This is an optimization exercise on Yosys and OpenROAD, whose aim is small area, a short achievable clock period and few clock cycles, not a production implementation.
RTL that was checked went through simulation tests only; none was proved equivalent to the original.
Power figures rest on the tool's default switching activity, not on a simulated workload.

==> inputs of branch zinc <==
Design LCD_CTRL, start of the top module:
module LCD_CTRL(
    input clk, cmd_valid, reset,
    input [3:0] cmd,
    input [7:0] IROM_Q,
    output IRAM_valid, IROM_rd, busy, done,
    output [5:0] IROM_A,
    output [5:0] IRAM_A,
    output [7:0] IRAM_D
);
    reg [2:0] r, c;           
    reg [1:0] ri0, ri1, ci0, ci1;
    reg [1:0] pri0, pri1, pci0, pci1;   
    reg       busy_r, cv, cw, wph, done_r, rom_rd, ram_v;
    reg       rsp;            
    reg       smax, smin, savg;
    reg [9:0] ssum;           
    reg       sv;             
    reg [3:0] srow, scol;     
    reg [5:0] rom_a, ram_a, wend;
    reg [7:0] ram_d;
    reg [63:0] ld;            
    reg [7:0] x0, x1, x2, x3;  
    reg       l0, l1, l2, l3;  
    assign busy = busy_r;
    assign done = done_r;
    assign IROM_rd = rom_rd;
    assign IROM_A = rom_a;
    assign IRAM_valid = ram_v;
    assign IRAM_A = ram_a;
    assign IRAM_D = ram_d;
    wire wc = l0 & l1 & l2 & l3;              
    wire opx = cv & wc & (~savg | sv);
    wire g01 = x0 >= x1, g02 = x0 >= x2, g03 = x0 >= x3;
    wire g12 = x1 >= x2, g13 = x1 >= x3, g23 = x2 >= x3;
  ...
Settings: LEC_CHECK=0, ABC_AREA=1, CAP_MARGIN=20, CORE_MARGIN=2, CORE_UTILIZATION=55, CTS_CLUSTER_DIAMETER=100, CTS_CLUSTER_SIZE=24, SLEW_MARGIN=20, SYNTH_HIERARCHICAL=1; clock period 10.0 ns.
standard.sh (not shown) runs the stock make flow with config.mk's settings and CLKGATE_MAP_FILE= SYNTH_SCRIPT=/design/flow/synth_recipe.tcl, a recipe that flattens the netlist after the stock synthesis.
==> flow/flow/run.sh <==
#!/bin/bash
# The standard layout with three changes: plain buffers on the ports; in the otherwise standard
# (hierarchical) synthesis, the pixel banks (module lcd_bank) are mapped by an area-oriented ABC
# script (flow/bank.script) and the rest by the standard one; timing repair aiming for a setup
# slack of 7.2 ns at the 10 ns clock.
set -euo pipefail
here=$(pwd)
cat > own_synth.tcl <<EOF2
proc abc {args} {
  set i [lsearch -exact \$args -script]
  set a2 \$args
  lset a2 [expr {\$i + 1}] $here/flow/bank.script
  yosys abc {*}\$a2 lcd_bank
  yosys abc {*}\$args LCD_CTRL
}
EOF2
cat synth_recipe.tcl >> own_synth.tcl
export BUFFER_PORTS_ARGS="-buffer_cell sky130_fd_sc_hd__buf_4"
bash standard.sh SYNTH_SCRIPT=$here/own_synth.tcl SETUP_SLACK_MARGIN=7.2 finish > standard.log 2>&1
==> flow/flow/bank.script <==
strash
dch
amap
topo
stime -c
==> branch violet: changes against branch zinc <==
--- a/flow/design.v
+++ b/flow/design.v
@@ -190,11 +190,11 @@
     end
     wire mv_any = mu | md | ml | mr;
     wire [5:0] fmv = mu ? {ru, c} : md ? {r + 3'd2, c} : ml ? {r, cl} : {r, c + 3'd2};
     always @(posedge clk) rom_a <= (wph | wstart) ? wnext : mv_any ? fmv : fa;
     integer q;
-    always @(posedge clk, posedge reset) begin
+    always @(posedge clk) begin
         if (reset) ld <= 64'd0;
         else for (q = 0; q < 64; q = q + 1) if (land && rom_a == q) ld[q] <= 1'b1;
     end
     always @(posedge clk) begin
         if (take) begin
==> flow/flow/run.sh (replaced) <==
#!/bin/bash
# The standard layout with three changes: plain buffers on the ports; in the otherwise standard
# (hierarchical) synthesis, the pixel banks (module lcd_bank) are mapped by an area-oriented ABC
# script (flow/bank.script) and the rest by the standard one; timing repair aiming for a setup
# slack of 7 ns at the 10 ns clock; clock tree options in CTS_ARGS.
set -euo pipefail
here=$(pwd)
cat > own_synth.tcl <<EOF2
proc abc {args} {
  set i [lsearch -exact \$args -script]
  set a2 \$args
  lset a2 [expr {\$i + 1}] $here/flow/bank.script
  yosys abc {*}\$a2 lcd_bank
  yosys abc {*}\$args LCD_CTRL
}
EOF2
cat synth_recipe.tcl >> own_synth.tcl
export CTS_ARGS="-sink_clustering_enable -repair_clock_nets -sink_clustering_size 24 -sink_clustering_max_diameter 100 -sink_clustering_levels 1"
export BUFFER_PORTS_ARGS="-buffer_cell sky130_fd_sc_hd__buf_4"
bash standard.sh SYNTH_SCRIPT=$here/own_synth.tcl SETUP_SLACK_MARGIN=7 finish > standard.log 2>&1
==> branch garnet: changes against branch zinc <==
--- a/flow/design.v
+++ b/flow/design.v
@@ -10,17 +10,22 @@
     reg [2:0] r, c;           
     reg [1:0] ri0, ri1, ci0, ci1;
     reg [1:0] pri0, pri1, pci0, pci1;   
     reg       busy_r, cv, cw, wph, done_r, rom_rd, ram_v;
     reg       rsp;            
+    reg       idl;            
     reg       smax, smin, savg;
     reg [9:0] ssum;           
     reg       sv;             
     reg [3:0] srow, scol;     
     reg [5:0] rom_a, ram_a, wend;
     reg [7:0] ram_d;
     reg [63:0] ld;            
+    reg [7:0] b0 [0:15];      
+    reg [7:0] b1 [0:15];      
+    reg [7:0] b2 [0:15];      
+    reg [7:0] b3 [0:15];      
     reg [7:0] x0, x1, x2, x3;  
     reg       l0, l1, l2, l3;  
     assign busy = busy_r;
     assign done = done_r;
     assign IROM_rd = rom_rd;
@@ -67,46 +72,52 @@
     wire [7:0] nv2 = vsym | ({8{srow[2]}} & x0) | ({8{scol[2]}} & x3);
     wire [7:0] nv3 = vsym | ({8{srow[3]}} & x1) | ({8{scol[3]}} & x2);
     wire [3:0] wi0 = {ri0, ci0}, wi1 = {ri0, ci1}, wi2 = {ri1, ci0}, wi3 = {ri1, ci1};
     wire [3:0] pi0 = {pri0, pci0}, pi1 = {pri0, pci1}, pi2 = {pri1, pci0}, pi3 = {pri1, pci1};
     wire chg0 = wi0 != pi0, chg1 = wi1 != pi1, chg2 = wi2 != pi2, chg3 = wi3 != pi3;
-    wire land = rom_rd & ~wph;                 
+    wire land = rom_rd & ~wph & ~idl;          
     wire lb0 = land & ~rsp & ~rom_a[3] & ~rom_a[0];
     wire lb1 = land & ~rsp & ~rom_a[3] &  rom_a[0];
     wire lb2 = land & ~rsp &  rom_a[3] & ~rom_a[0];
     wire lb3 = land & ~rsp &  rom_a[3] &  rom_a[0];
     wire sh0 = land & rsp & ~rom_a[3] & ~rom_a[0];
     wire sh1 = land & rsp & ~rom_a[3] &  rom_a[0];
     wire sh2 = land & rsp &  rom_a[3] & ~rom_a[0];
     wire sh3 = land & rsp &  rom_a[3] &  rom_a[0];
-    wire wstart = cw & ~wph;
+    wire fast = take & (cmd == 4'd0) & idl & ~ld[0] & ~(opx & (r == 3'd0));
+    wire wstart = (cw & ~wph) | fast;
     wire [7:0] wd0 = lb0 ? IROM_Q : x0;
     wire [7:0] wd1 = lb1 ? IROM_Q : x1;
     wire [7:0] wd2 = lb2 ? IROM_Q : x2;
     wire [7:0] wd3 = lb3 ? IROM_Q : x3;
-    wire [7:0] y0, y1, y2, y3;
-    lcd_bank b0 (.clk(clk), .wa(pi0), .wd(wd0), .ra(wi0), .rd(y0));
-    lcd_bank b1 (.clk(clk), .wa(pi1), .wd(wd1), .ra(wi1), .rd(y1));
-    lcd_bank b2 (.clk(clk), .wa(pi2), .wd(wd2), .ra(wi2), .rd(y2));
-    lcd_bank b3 (.clk(clk), .wa(pi3), .wd(wd3), .ra(wi3), .rd(y3));
+    integer k;
+    always @(posedge clk) begin
+        for (k = 0; k < 16; k = k + 1) begin
+            if (pi0 == k) b0[k] <= wd0;
+            if (pi1 == k) b1[k] <= wd1;
+            if (pi2 == k) b2[k] <= wd2;
+            if (pi3 == k) b3[k] <= wd3;
+        end
+    end
     wire [5:0] a0 = {ri0, 1'b0, ci0, 1'b0};    
     wire [5:0] a1 = {ri0, 1'b0, ci1, 1'b1};
     wire [5:0] a2 = {ri1, 1'b1, ci0, 1'b0};
     wire [5:0] a3 = {ri1, 1'b1, ci1, 1'b1};
+    wire [7:0] y0 = b0[wi0], y1 = b1[wi1], y2 = b2[wi2], y3 = b3[wi3];
     wire ld0 = ld[a0], ld1 = ld[a1], ld2 = ld[a2], ld3 = ld[a3];
     wire nl0 = chg0 ? (ld0 | sh0) : (l0 | lb0);
     wire nl1 = chg1 ? (ld1 | sh1) : (l1 | lb1);
     wire nl2 = chg2 ? (ld2 | sh2) : (l2 | lb2);
     wire nl3 = chg3 ? (ld3 | sh3) : (l3 | lb3);
     wire miss = ~(nl0 & nl1 & nl2 & nl3);
     wire [5:0] fa = ~nl0 ? a0 : ~nl1 ? a1 : ~nl2 ? a2 : a3;
     wire sym = smax | smin | savg;            
     wire xch = chg0 | chg1 | chg2 | chg3 | land;
-    always @(posedge clk) ssum <= (opx & sym) ? {vsym, 2'b00} : sum;
+    always @(posedge clk) ssum <= opx ? (sym ? {vsym, 2'b00} : ssum) : sum;
     always @(posedge clk, posedge reset) begin
         if (reset) sv <= 1'b0;
-        else sv <= opx | ~xch;
+        else sv <= opx ? (sym | sv) : ~xch;
     end
     always @(posedge clk) begin
         x0 <= opx ? nv0 : chg0 ? ((sh0 & ~ld0) ? IROM_Q : y0) : lb0 ? IROM_Q : x0;
         x1 <= opx ? nv1 : chg1 ? ((sh1 & ~ld1) ? IROM_Q : y1) : lb1 ? IROM_Q : x1;
         x2 <= opx ? nv2 : chg2 ? ((sh2 & ~ld2) ? IROM_Q : y2) : lb2 ? IROM_Q : x2;
@@ -120,11 +131,11 @@
     wire is_op = cmd >= 4'd5;
     wire [2:0] ru = r - 3'd1, rd = r + 3'd1, cl = c - 3'd1, cr = c + 3'd1;
     wire [1:0] ru0 = ru[2:1] + {1'b0, ru[0]}, rd0 = rd[2:1] + {1'b0, rd[0]};
     wire [1:0] cl0 = cl[2:1] + {1'b0, cl[0]}, cr0 = cr[2:1] + {1'b0, cr[0]};
     wire [5:0] w = {r, c};
-    wire [5:0] wfirst = wc ? w : rom_a;
+    wire [5:0] wfirst = fast ? 6'd0 : wc ? w : rom_a;
     wire [5:0] wnext = (wstart ? wfirst : w) + 6'd1;
     wire [2:0] wr = wnext[5:3], wcl = wnext[2:0];
     wire       wlast = ram_v & (w == wend);     
     wire       wgo = wph & ~done_r & ~wlast;
     reg  [7:0] xs, ys;
@@ -137,16 +148,16 @@
             default: begin xs = x3; ys = y3; nls = ld[a3]; end
         endcase
     end
     always @(posedge clk) begin
         ram_a <= wstart ? wfirst : w;
-        ram_d <= wstart ? (wc ? xs : IROM_Q) : (nls ? ys : IROM_Q);
+        ram_d <= wstart ? ((wc & ~fast) ? xs : IROM_Q) : (nls ? ys : IROM_Q);
         if (wstart) wend <= wfirst;
     end
     wire cvn = (take & is_op) | (cv & ~opx);
     wire avgn = take ? (cmd == 4'd7) : savg;   
-    wire svn = opx | ~xch;
+    wire svn = opx ? (sym | sv) : ~xch;
     wire dd = r[0] ^ c[0];                    
     always @(posedge clk, posedge reset) begin
         if (reset) begin
             r <= 3'd3; c <= 3'd3;
             ri0 <= 2'd2; ri1 <= 2'd1; ci0 <= 2'd2; ci1 <= 2'd1;
@@ -156,43 +167,47 @@
             cw <= 1'b0;
             wph <= 1'b0;
             done_r <= 1'b0;
             rom_rd <= 1'b0;
             rsp <= 1'b0;
+            idl <= 1'b0;
             ram_v <= 1'b0;
             l0 <= 1'b0; l1 <= 1'b0; l2 <= 1'b0; l3 <= 1'b0;
         end else begin
             pri0 <= ri0; pri1 <= ri1; pci0 <= ci0; pci1 <= ci1;
             l0 <= nl0; l1 <= nl1; l2 <= nl2; l3 <= nl3;
             if (wph | wstart) begin
                 wph <= 1'b1;
+                busy_r <= 1'b1;
                 cv <= 1'b0;
                 ram_v <= wstart | wgo;
                 if (wlast) done_r <= 1'b1;
                 if (wstart | wgo) begin
                     r <= wr; c <= wcl;
                     ri1 <= wr[2:1]; ri0 <= wr[2:1] + {1'b0, wr[0]};
                     ci1 <= wcl[2:1]; ci0 <= wcl[2:1] + {1'b0, wcl[0]};
                 end
                 rom_rd <= wstart | wgo;
                 rsp <= 1'b0;
+                idl <= 1'b0;
             end else begin
                 if (mu) begin r <= ru; ri1 <= ru[2:1]; ri0 <= ru0; end
                 if (md) begin r <= rd; ri1 <= rd[2:1]; ri0 <= rd0; end
                 if (ml) begin c <= cl; ci1 <= cl[2:1]; ci0 <= cl0; end
                 if (mr) begin c <= cr; ci1 <= cr[2:1]; ci0 <= cr0; end
-                rom_rd <= miss | mv_any;
+                rom_rd <= 1'b1;
                 rsp <= mv_any;
+                idl <= ~miss & ~mv_any;
                 cv <= cvn;
                 if (take & (cmd == 4'd0)) cw <= 1'b1;
                 busy_r <= (take & (cmd == 4'd0)) | (cvn & (miss | (avgn & ~svn)));
             end
         end
     end
     wire mv_any = mu | md | ml | mr;
     wire [5:0] fmv = mu ? {ru, c} : md ? {r + 3'd2, c} : ml ? {r, cl} : {r, c + 3'd2};
-    always @(posedge clk) rom_a <= (wph | wstart) ? wnext : mv_any ? fmv : fa;
+    always @(posedge clk) rom_a <= (wph | wstart) ? wnext : mv_any ? fmv : miss ? fa : 6'd0;
     integer q;
     always @(posedge clk, posedge reset) begin
         if (reset) ld <= 64'd0;
         else for (q = 0; q < 64; q = q + 1) if (land && rom_a == q) ld[q] <= 1'b1;
     end
@@ -210,18 +225,5 @@
             scol[2] <= (cmd == 4'd11) | (cmd == 4'd8 &  dd) | (cmd == 4'd9 & ~dd);
             scol[3] <= (cmd == 4'd11) | (cmd == 4'd8 & ~dd) | (cmd == 4'd9 &  dd);
         end
     end
 endmodule
-module lcd_bank(
-    input clk,
-    input [3:0] wa, ra,
-    input [7:0] wd,
-    output [7:0] rd
-);
-    reg [7:0] m [0:15];
-    integer k;
-    always @(posedge clk)
-        for (k = 0; k < 16; k = k + 1)
-            if (wa == k) m[k] <= wd;
-    assign rd = m[ra];
-endmodule
==> flow/flow/run.sh (replaced) <==
#!/bin/bash
# The standard layout, with plain buffers on the ports and timing repair aiming for a setup
# slack of 7 ns at the 10 ns clock.
set -euo pipefail
export BUFFER_PORTS_ARGS="-buffer_cell sky130_fd_sc_hd__buf_4"
bash standard.sh SETUP_SLACK_MARGIN=7 finish > standard.log 2>&1
- SYNTH_HIERARCHICAL: 1 -> unset
removed: flow/flow/bank.script
==> comparison table <==
quantity	branch zinc	branch garnet	branch violet
Initial DRC Count	2857	3182	2838
RR Startpoint	x1[2]	ri0[1]	x3[2]
Switching power summed over all nets	6.71 mW	951 uW	5.91 mW
Transition time at the pin with the least slew margin	1.13 ns	0.992 ns	1.11 ns
Clock Skews	0.0215 ns	0.0312 ns	0.0334 ns
Hold slack final	0.464 ns	0.464 ns	0.460 ns
Clock-pin transition on the worst setup and hold timing paths	0.11 ns	0.09 ns	0.10 ns
Post-synth top area share	50.3%	49.3%	50.6%
Crit path time final	3.20 ns	3.29 ns	3.17 ns
Area of all placed cells without fillers	37400 um2	36700 um2	35800 um2
Overall power consumption	14.7 mW	4.66 mW	12.9 mW
Status	no timing/DRC/antenna violations	no timing/DRC/antenna violations	no timing/DRC/antenna violations
Met3 WL	7220 um	10300 um	7830 um
Highest metal layer used by the detailed router	met5	met5	met4
Post-DP Area	33000 um2	33600 um2	32800 um2
Post-CTS Resized	252	221	183
Smallest setup slack after layout	6.80 ns	6.71 ns	6.83 ns
Die outline width	242 um	247 um	242 um
Number of non-clock inverters	308	291	290
Highest fanout seen on the critical path	2	5	2
Launch point of the worst path	rom_rd	cmd[3]	busy_r
Number of standard cells after synthesis	2833	3339	2868
Testbench counts of branch zinc, summed over its fixed seeds: cycles 11,201.
Testbench counts of branch violet, summed over its fixed seeds: cycles 11,201.
For branch garnet, only the layout was checked, not whether the RTL still works.

[separate check: timing with driven ports]
Ports are ideal in the flow. The routed layouts listed here were re-timed in OpenROAD. Step 1 (the two cells are an assumption about what drives the block):
set clk [get_ports {clk}]
set_driving_cell -lib_cell sky130_fd_sc_hd__clkbuf_16 $clk
set_driving_cell -lib_cell sky130_fd_sc_hd__buf_2 [delete_from_list [all_inputs] $clk]
Step 2, shift: input delay + t, output delay - t, t = (earliest + latest rising clock arrival at the registers) / 2. This alone moves slack from input paths to output paths. Slacks: ideal ports / drivers / drivers and shift; pairs: ideal ports / drivers.
| run | t (ns) | setup WS [ns] | worst hold slack (ns) | worst setup path at the end | worst data-port slew with drivers (ns) |
|---|---|---|---|---|---|
| branch zinc | 0.657 | 6.804 / 6.737 / 6.520 | 0.464 / 0.464 / 0.464 | input to register | 0.05 |
| branch violet | 0.638 | 6.833 / 6.768 / 6.458 | 0.460 / 0.460 / 0.460 | input to register | 0.04 |
| branch garnet | 0.647 | 6.706 / 6.730 / 6.083 | 0.464 / 0.464 / 0.464 | input to register | 0.09 |
After both steps setup and hold are still met in every run listed. For branch garnet, which loses most, drivers alone change the setup slack by +0.024 ns; drivers and shift together by -0.623 ns.
